Source: an optimization exercise on an open RTL-to-GDS flow (aim: small area and a short achievable clock period). Production flows keep margins and buffers that such runs may drop. In this exercise RTL edits were held to simulation tests only and were not proved equivalent to the original.

==> flow/design.v (outline; a module is shown in full before it is edited, if it fits) <==
// module lzc24: 11 lines
// module bk_add8: 23 lines
// module bk_add23: 66 lines
// module bk_add24: 67 lines
// module bk_add31: 90 lines
// module bk_add48: 137 lines
// module fp_add: 39 lines
// module fp_mul_round: 23 lines
// module fp_mul: 11 lines
// module fp_mul_c004: 9 lines
// module fp_mul_c5: 11 lines
// module mul24: 2035 lines
// module mul24_c004: 606 lines
// module ge_thirty: 6 lines
// module neuron: 39 lines
module neuron (CLK, INIT, RESET, SPIKED, V_OUT, U_OUT, I, a, b, c, d);
  // ...
==> flow/run.sh <==
#!/bin/bash
# synth_recipe.tcl (not shown) runs the flow's synth.tcl, then flattens the netlist and writes it again
# the make line also repeats each setting of config.mk as NAME=value (left out here)
make -C /OpenROAD-flow-scripts/flow DESIGN_CONFIG=/design/flow/config.mk WORK_HOME=/design/flow/orfs CLKGATE_MAP_FILE= SYNTH_SCRIPT=/design/flow/synth_recipe.tcl finish
==> flow/config.mk <==
export PLATFORM = sky130hd
export DESIGN_NAME = neuron
export DESIGN_NICKNAME = neuron
export VERILOG_FILES = /design/flow/design.v
export SDC_FILE = /design/flow/constraint.sdc
export NUM_CORES = 4
export LEC_CHECK = 0
export ABC_AREA = 1
export CAP_MARGIN = 20
export CORE_MARGIN = 2
export CORE_UTILIZATION = 40
export PLACE_DENSITY = 0.6
export SLEW_MARGIN = 20
==> flow/constraint.sdc <==
create_clock -name core_clock -period 120.0 [get_ports {CLK}]
set_input_delay 24.0000 -clock core_clock [delete_from_list [all_inputs] [get_ports {CLK}]]
set_output_delay 24.0000 -clock core_clock [all_outputs]
set_load 0.01 [all_outputs]
==> summary.txt, run 1 <==
outcome=no timing/DRC/antenna violations; routed vias=104,100; clock network contribution to total cell area=0.2766%; Placed Instances=19,130; endpoint of the worst hold-timing path=U[30]$_SDFF_PP0_; startpoint of the lowest-slack register-to-register path=V[26]$_DFF_P_; PnR worst setup slack=42.12 ns; launch point of the worst path=V[26]$_DFF_P_; clock sink total=64; Total Negative Setup Slacks=0 ns; root buffer cell=sky130_fd_sc_hd__clkbuf_16; Layout Cells excl Fill=19,150; combined flip-flop and latch cell area=0.001330 mm²; worst clock skew=0.04109 ns; Synthesized Nets=18,580; slack of the worst reg-to-reg path=42.12 ns; kind of start point of the critical path=register; syn avg cell area=6.971 µm²; final wirelength=409.0 mm; antenna violations before repair=12; critical path's most frequent cell=sky130_fd_sc_hd__nand2_1; Met1 Routed Length=164.7 mm; total placed instance area=0.1141 mm²; minimum period implied by the final worst setup slack=77.88 ns; data arrival at the endpoint of the critical path=78.19 ns; number of global-route vias before repair=103,100; met2 wire len=189.4 mm; die outline height=529.0 µm; GR Layer Usage met3=4.248%; # nets final=18,310; hold_ws=0.7444 ns; detailed-routed wire length on met3=33.96 mm; Worst setup endpoint=V[30]$_DFF_P_; max-slew violations=0; area share of fa/ha/maj cells after synthesis=41.53%; R2R Path End=V[30]$_DFF_P_; area of the core region=0.2739 mm²; Final period util=64.90%
==> inputs of run 2 (changes only) <==
--- a/flow/config.mk
+++ b/flow/config.mk
@@ -8,6 +8,6 @@
 export ABC_AREA = 1
 export CAP_MARGIN = 20
 export CORE_MARGIN = 2
-export CORE_UTILIZATION = 40
-export PLACE_DENSITY = 0.6
+export CORE_UTILIZATION = 60
+export PLACE_DENSITY = 0.75
 export SLEW_MARGIN = 20
==> summary.txt, run 2 <==
outcome=no timing/DRC/antenna violations (unchanged); Synth Flop Type=sky130_fd_sc_hd__dfxtp_1 (unchanged); Clk pin slew, worst setup/hold paths=0.06 ns (was 0.07 ns); minimum setup slack after placement=41.34 ns (was 42.57 ns); PnR worst setup slack=39.91 ns (was 42.12 ns); data arrival at the endpoint of the critical path=80.40 ns (was 78.19 ns); # resized after CTS=0 (unchanged); layout cells sized above 1=6.450% (was 6.603%); Max transition margin=20.10% (was 7.716%); Starting DRT DRC Count=11,390 (was 9,983); kind of start point of the critical path=register (unchanged); routed length per placed instance=21.61 µm (was 21.36 µm); remaining global-route overflow=0 (unchanged); Initial Utilization=60.29% (was 40.26%); max-cap viol count=0 (unchanged); wire length of the first global-routing pass=599.4 mm (was 624.1 mm); commonest cells after routing, fill and taps aside=sky130_fd_sc_hd__nand2_1, sky130_fd_sc_hd__inv_1, sky130_fd_sc_hd__fa_1, sky130_fd_sc_hd__o21ai_0, sky130_fd_sc_hd__nor2_1 (unchanged); cell type of the slowest stage on the worst timing path=sky130_fd_sc_hd__clkinv_1 (was sky130_fd_sc_hd__o21ai_0); die outline height=432.7 µm (was 529.0 µm); width of the die=432.7 µm (was 529.0 µm); # nets final=18,290 (was 18,310); clock tree from TritonCTS=built (unchanged); gp weighted congestion=1.070 (was 1.001); peak per-stage delay on the critical path=0.91 ns (was 1.01 ns); share of synthesized flip-flops with an asynchronous set or reset=0% (unchanged); most numerous cell in the Yosys netlist=sky130_fd_sc_hd__nand2_1 (unchanged); syn avg cell area=6.971 µm² (unchanged); worst clock skew=0.01590 ns (was 0.04109 ns); root buffer cell=sky130_fd_sc_hd__clkbuf_16 (unchanged); post-synthesis sequential area ratio=1.171% (unchanged); number of enable flip-flop cells after synthesis=1 (unchanged); fraction of post-synthesis cell area in the top cell type by area=32.06% (unchanged); Layout Area Growth over Synthesis=2.404% (was 3.792%); number of top-level pins=228 (unchanged); Synth Warn #=2 (unchanged); actual slew at the worst max-slew pin=1.194 ns (was 1.370 ns); max-slew violations=0 (unchanged); Netlist Area Pre-Place=0.1103 mm² (unchanged); hold bufs inserted after CTS=0 (unchanged); drt first pass iters=7 (was 6); upper clock frequency limit=0.01249 GHz (was 0.01284 GHz); Final period util=66.75% (was 64.90%); total placed instance area=0.1125 mm² (was 0.1141 mm²); Skew-Pair Late Insertion Delay=0.42 ns (was 0.45 ns); Total Negative Setup Slacks=0 ns (unchanged); type of element capturing the critical path=register (unchanged); Synthesized Nets=18,580 (unchanged); count of buffers inserted at the top-level ports=227 (unchanged); top area cells in the synthesized netlist=sky130_fd_sc_hd__fa_1, sky130_fd_sc_hd__nand2_1, sky130_fd_sc_hd__ha_1 (unchanged); Commonest cells post-synth=sky130_fd_sc_hd__nand2_1, sky130_fd_sc_hd__inv_1, sky130_fd_sc_hd__fa_1 (unchanged); Worst Setup Path Type=register to register (unchanged); routed vias=106,000 (was 104,100); registers with the most flip-flops=U: 32 flops, V: 32 flops (unchanged); number of nets with antenna violations after detailed routing=0 (unchanged); peak fanout along the critical path=92 (was 90); post-DR vias/cell=5.885 (was 5.438); maximum number of pins on one net before global-route repair=125 (unchanged); final-report hold violation count=0 (unchanged); register bit total from synthesis=64 (unchanged); overall fraction of global-route tracks in use=41.59% (was 28.92%); # fillers=17,520 (was 29,090); number of post-CTS setup repair buffers=0 (unchanged); minimum period implied by the final worst setup slack=80.09 ns (was 77.88 ns); final wirelength=389.4 mm (was 409.0 mm); post-DP HPWL=309.6 mm (was 326.6 mm); area of the core region=0.1829 mm² (was 0.2739 mm²); antenna violations before repair=18 (was 12); number of global-route vias before repair=103,500 (was 103,100); critical path's most frequent cell=sky130_fd_sc_hd__nand2_1 (unchanged); number of H-tree levels=3 (unchanged); leading cell type in the layout, fill and taps excluded=sky130_fd_sc_hd__nand2_1 (unchanged); clock sink total=64 (unchanged); Finish-stage setup viols=0 (unchanged); Inserted Clock Buffers=9 (unchanged); unrepaired setup endpoints after global routing=no (unchanged); largest area contributor in the synthesized netlist=sky130_fd_sc_hd__fa_1 (unchanged); required arrival time at the worst endpoint=120.31 ns (about the same); clk buf depth=2 (unchanged); Residual DRC=0 (unchanged); number of rows created at floorplan=157 (was 192); distinct cell type count after synthesis=104 (unchanged); Hold/Removal Path Class=register to register (unchanged); number of cells produced by synthesis=15,820 (unchanged); Total Die Area=0.1872 mm² (was 0.2799 mm²); area of all placed cells without fillers=0.1129 mm² (was 0.1144 mm²)
==> run 2: cell count changes in the layout (fill, tap and decap cells not counted), sizes merged <==
cell,change
clkdlybuf4s50,+3
bufinv,+1
buf,-22
clkinvlp,-1
diode,+15
==> run 2: final cells by class <==
cell class / instances / area [µm²] / area share, %
Antenna cell: 19 / 47.55 / 0.04211
Clock buffer: 11 / 242.7 / 0.2150
Clock inverter: 5 / 78.83 / 0.06981
Inverter: 2810 / 10600 / 9.387
Multi-Input combinational cell: 12230 / 93850 / 83.12
Sequential cell: 64 / 1323 / 1.171
Tap cell: 2464 / 3083 / 2.730
Timing Repair Buffer: 416 / 3686 / 3.265
==> run 2: final timing paths <==
check / from / to / slack (ns) / depth (start not counted)
worst max-delay path: V[9]$_DFF_P_ / V[30]$_DFF_P_ / 39.91 / 386
worst min-delay path: U[30]$_SDFF_PP0_ / U[30]$_SDFF_PP0_ / 0.70 / 4
worst max register to register: V[9]$_DFF_P_ / V[30]$_DFF_P_ / 39.91 / 386
worst min register to register: U[30]$_SDFF_PP0_ / U[30]$_SDFF_PP0_ / 0.70 / 4
==> run 2: through the flow <==
stage,instances,hold WS [ns],util (%)
2_1_floorplan,15820,0.5932,-
3_3_place_gp,17980,0.6863,61.53
3_5_place_dp,17980,0.6759,61.53
4_1_cts,18000,0.6872,61.71
5_1_grt,18020,0.7768,61.74
6_report,18020,0.7001,61.74
==> run 2: cell families (layout without fill, tap and decap cells) <==
| logic type | Yosys count | count (layout) | share of synthesized area, % |
|---|---|---|---|
| compound gates | 1999 | 1999 | 10.28 |
| xor+xnor | 456 | 456 | 3.765 |
| fa+ha+maj | 2600 | 2600 | 41.53 |
| buf+inv | 3524 | 3242 | 13.80 |
| flops | 64 | 64 | 1.171 |
| mux | 41 | 41 | 0.3722 |
| other cells | 1 | 20 | 0.003401 |
| simple gates | 7132 | 7132 | 29.07 |
==> run 2: critical path: cells and delay by family (launching register included) <==
family | cells | cell delay, ns
simple gates | 209 | 33.60
fa+ha+maj | 40 | 17.22
compound gates | 79 | 14.31
buf+inv | 46 | 12.06
xor+xnor | 12 | 2.26
flops | 1 | 0.31
==> run 2: metal layers <==
metal | wire (µm) | track usage (%)
met1 | 146200 | 52.37
met2 | 168800 | 64.22
met3 | 42120 | 9.327
met4 | 32200 | 27.42
met5 | 21 | 0
==> inputs of run 3 (changes only) <==
--- a/flow/config.mk
+++ b/flow/config.mk
@@ -6,8 +6,8 @@
 export NUM_CORES = 4
 export LEC_CHECK = 0
 export ABC_AREA = 1
-export CAP_MARGIN = 20
+export CAP_MARGIN = 50
 export CORE_MARGIN = 2
 export CORE_UTILIZATION = 60
 export PLACE_DENSITY = 0.75
-export SLEW_MARGIN = 20
+export SLEW_MARGIN = 70
==> summary.txt, run 3 <==
remaining global-route overflow=0 (unchanged); gp weighted congestion=1.070 (unchanged); kind of start point of the critical path=register (unchanged); root buffer cell=sky130_fd_sc_hd__clkbuf_16 (unchanged); max-slew violations=0 (unchanged); routed vias=106,700 (was 106,000); Finish-stage setup viols=0 (unchanged); Commonest cells post-synth=sky130_fd_sc_hd__nand2_1, sky130_fd_sc_hd__inv_1, sky130_fd_sc_hd__fa_1 (unchanged); Starting DRT DRC Count=11,310 (was 11,390); critical path's most frequent cell=sky130_fd_sc_hd__nand2_1 (unchanged); Clk pin slew, worst setup/hold paths=0.07 ns (was 0.06 ns); number of global-route vias before repair=103,900 (was 103,500); antenna violations before repair=16 (was 18); cell type of the slowest stage on the worst timing path=sky130_fd_sc_hd__ha_2 (was sky130_fd_sc_hd__clkinv_1); top area cells in the synthesized netlist=sky130_fd_sc_hd__fa_1, sky130_fd_sc_hd__nand2_1, sky130_fd_sc_hd__ha_1 (unchanged); actual slew at the worst max-slew pin=0.5078 ns (was 1.194 ns); number of enable flip-flop cells after synthesis=1 (unchanged); peak fanout along the critical path=39 (was 92); number of nets with antenna violations after detailed routing=0 (unchanged); worst clock skew=0.02390 ns (was 0.01590 ns); upper clock frequency limit=0.01438 GHz (was 0.01249 GHz); Inserted Clock Buffers=9 (unchanged); post-DP HPWL=312.2 mm (was 309.6 mm); post-synthesis sequential area ratio=1.171% (unchanged); Residual DRC=0 (unchanged); global routing's busiest layer=met2 (unchanged); largest area contributor in the synthesized netlist=sky130_fd_sc_hd__fa_1 (unchanged); number of rows created at floorplan=157 (unchanged); distinct cell type count after synthesis=104 (unchanged); layout cells sized above 1=9.208% (was 6.450%); number of H-tree levels=3 (unchanged); number of top-level pins=228 (unchanged); final wirelength=390.9 mm (was 389.4 mm); width of the die=432.7 µm (unchanged); required arrival time at the worst endpoint=120.29 ns (was 120.31 ns); fraction of met1 tracks used by global routing=52.81% (was 52.37%); die outline height=432.7 µm (unchanged); Placed Instances=18,040 (was 17,980); Netlist Area Pre-Place=0.1103 mm² (unchanged); Synth Flop Type=sky130_fd_sc_hd__dfxtp_1 (unchanged); overall fraction of global-route tracks in use=41.69% (was 41.59%); count of buffers inserted at the top-level ports=227 (unchanged); Synth Warn #=2 (unchanged); registers with the most flip-flops=U: 32 flops, V: 32 flops (unchanged); register bit total from synthesis=64 (unchanged); # fillers=17,070 (was 17,520); wire length of the first global-routing pass=601.7 mm (was 599.4 mm); commonest cells after routing, fill and taps aside=sky130_fd_sc_hd__nand2_1, sky130_fd_sc_hd__inv_1, sky130_fd_sc_hd__fa_1, sky130_fd_sc_hd__nor2_1, sky130_fd_sc_hd__nand3_1 (was sky130_fd_sc_hd__nand2_1, sky130_fd_sc_hd__inv_1, sky130_fd_sc_hd__fa_1, sky130_fd_sc_hd__o21ai_0, sky130_fd_sc_hd__nor2_1); outcome=no timing/DRC/antenna violations (unchanged); routed length per placed instance=21.62 µm (was 21.61 µm); data arrival at the endpoint of the critical path=69.86 ns (was 80.40 ns); Total Negative Setup Slacks=0 ns (unchanged); Layout Area Growth over Synthesis=4.726% (was 2.404%); Total Die Area=0.1872 mm² (unchanged); Initial Utilization=60.29% (unchanged); Max transition margin=66.02% (was 20.10%); drt first pass iters=6 (was 7); final-report hold violation count=0 (unchanged); area of the core region=0.1829 mm² (unchanged); Worst Setup Path Type=register to register (unchanged); GR Layer Usage met3=8.881% (was 9.327%); share of synthesized flip-flops with an asynchronous set or reset=0% (unchanged); Skew-Pair Late Insertion Delay=0.41 ns (was 0.42 ns); max-cap viol count=0 (unchanged); number of cells produced by synthesis=15,820 (unchanged); clk buf depth=2 (unchanged); Synthesized Nets=18,580 (unchanged); total placed instance area=0.1146 mm² (was 0.1125 mm²); fraction of post-synthesis cell area in the top cell type by area=32.06% (unchanged); hold bufs inserted after CTS=0 (unchanged); peak per-stage delay on the critical path=0.63 ns (was 0.91 ns); unrepaired setup endpoints after global routing=no (unchanged); most numerous cell in the Yosys netlist=sky130_fd_sc_hd__nand2_1 (unchanged); Hold/Removal Path Class=register to register (unchanged); # nets final=18,350 (was 18,290); PnR worst setup slack=50.44 ns (was 39.91 ns); type of element capturing the critical path=register (unchanged); syn avg cell area=6.971 µm² (unchanged); number of post-CTS setup repair buffers=0 (unchanged); Layout Cells excl Fill=18,080 (was 18,020); leading cell type in the layout, fill and taps excluded=sky130_fd_sc_hd__nand2_1 (unchanged); routing usage on met2=64.81% (was 64.22%); maximum number of pins on one net before global-route repair=71 (was 125); minimum setup slack after placement=50.91 ns (was 41.34 ns); area of all placed cells without fillers=0.1155 mm² (was 0.1129 mm²); Final period util=57.97% (was 66.75%); clock sink total=64 (unchanged); # resized after CTS=0 (unchanged); post-DR vias/cell=5.902 (was 5.885); minimum period implied by the final worst setup slack=69.56 ns (was 80.09 ns); clock tree from TritonCTS=built (unchanged)
-- run 3: cell counts after synthesis --
No cell type changed its count.
-- run 3: cell families (layout without fill, tap and decap cells) --
logic type | count (synthesis) | in the layout | synth area share [%]
mux | 41 | 41 | 0.3722
other cells | 1 | 18 | 0.003401
xor+xnor | 456 | 456 | 3.765
compound gates | 1999 | 1999 | 10.28
buf+inv | 3524 | 3302 | 13.80
simple gates | 7132 | 7132 | 29.07
flops | 64 | 64 | 1.171
fa+ha+maj | 2600 | 2600 | 41.53
-- run 3: routing by layer --
metal | part of all wire [%] | wire [µm] | vias to the layer above
met3 | 11 | 42410 | 1420
met4 | 8.0 | 31100 | 2
met5 | 0.0023 | 9 | -
met1 | 37 | 146300 | 50660
li1 | - | - | 48740
met2 | 44 | 171100 | 5849
-- run 3: layout make-up --
type | instances | area, µm² | share of cell area [%]
multi-input combinational | 12230 | 95580 | 82.77
inverter | 2810 | 10670 | 9.242
timing repair buffer | 476 | 4413 | 3.822
tap | 2464 | 3083 | 2.670
sequential | 64 | 1373 | 1.189
clock buffer | 11 | 254.0 | 0.2200
clock inverter | 5 | 53.80 | 0.04659
antenna | 17 | 42.54 | 0.03684
-- run 3: worst paths after layout --
check / start / end / slack [ns] / cells after the start
hold / removal: U[30]$_SDFF_PP0_ / U[30]$_SDFF_PP0_ / 0.71 / 4
hold reg to reg: U[30]$_SDFF_PP0_ / U[30]$_SDFF_PP0_ / 0.71 / 4
setup / recovery: V[11]$_DFF_P_ / V[30]$_DFF_P_ / 50.44 / 390
setup reg to reg: V[11]$_DFF_P_ / V[30]$_DFF_P_ / 50.44 / 390
-- run 3: through the flow --
stage / hold slack, ns / util, %
after global routing: 0.7947 / 63.14
after CTS: 0.6947 / 62.85
after global placement: 0.6863 / 61.53
after detailed placement: 0.6802 / 62.68
final: 0.7105 / 63.14
after floorplan: 0.5932 / -
-- run 3: critical path, delay by kind of cell, from the launching register on --
family          cells  cell delay, ns
compound gates     86           14.44
xor+xnor           12            1.90
fa+ha+maj          41           17.03
buf+inv            53            9.67
flops               1            0.54
simple gates      198           25.63

what the ideal ports hide:
The flow's constraints put no driver on any port. The routed layouts listed below were extracted and timed again, unchanged, in two steps. Step 1 (the two cells are an assumption about what drives the block):
set clk [get_ports {CLK}]
set_driving_cell -lib_cell sky130_fd_sc_hd__clkbuf_16 $clk
set_driving_cell -lib_cell sky130_fd_sc_hd__buf_2 [delete_from_list [all_inputs] $clk]
Step 2 also shifts input and output timing later by t, the mid clock arrival at the registers, as if the neighbouring blocks saw the same clock. Three values: ideal, step 1, step 2; two values: the first two.
run | t, ns | slack for setup (ns) | hold slack, ns | cell pins on the clock port's net
run 1 | 0.490 | 42.123 / 42.123 / 42.123 | 0.744 / 0.744 / 0.744 | 1
run 2 | 0.483 | 39.906 / 39.906 / 39.906 | 0.700 / 0.700 / 0.700 | 1
run 3 | 0.478 | 50.435 / 50.435 / 50.435 | 0.710 / 0.710 / 0.710 | 1
After both steps setup and hold are still met in every run listed.
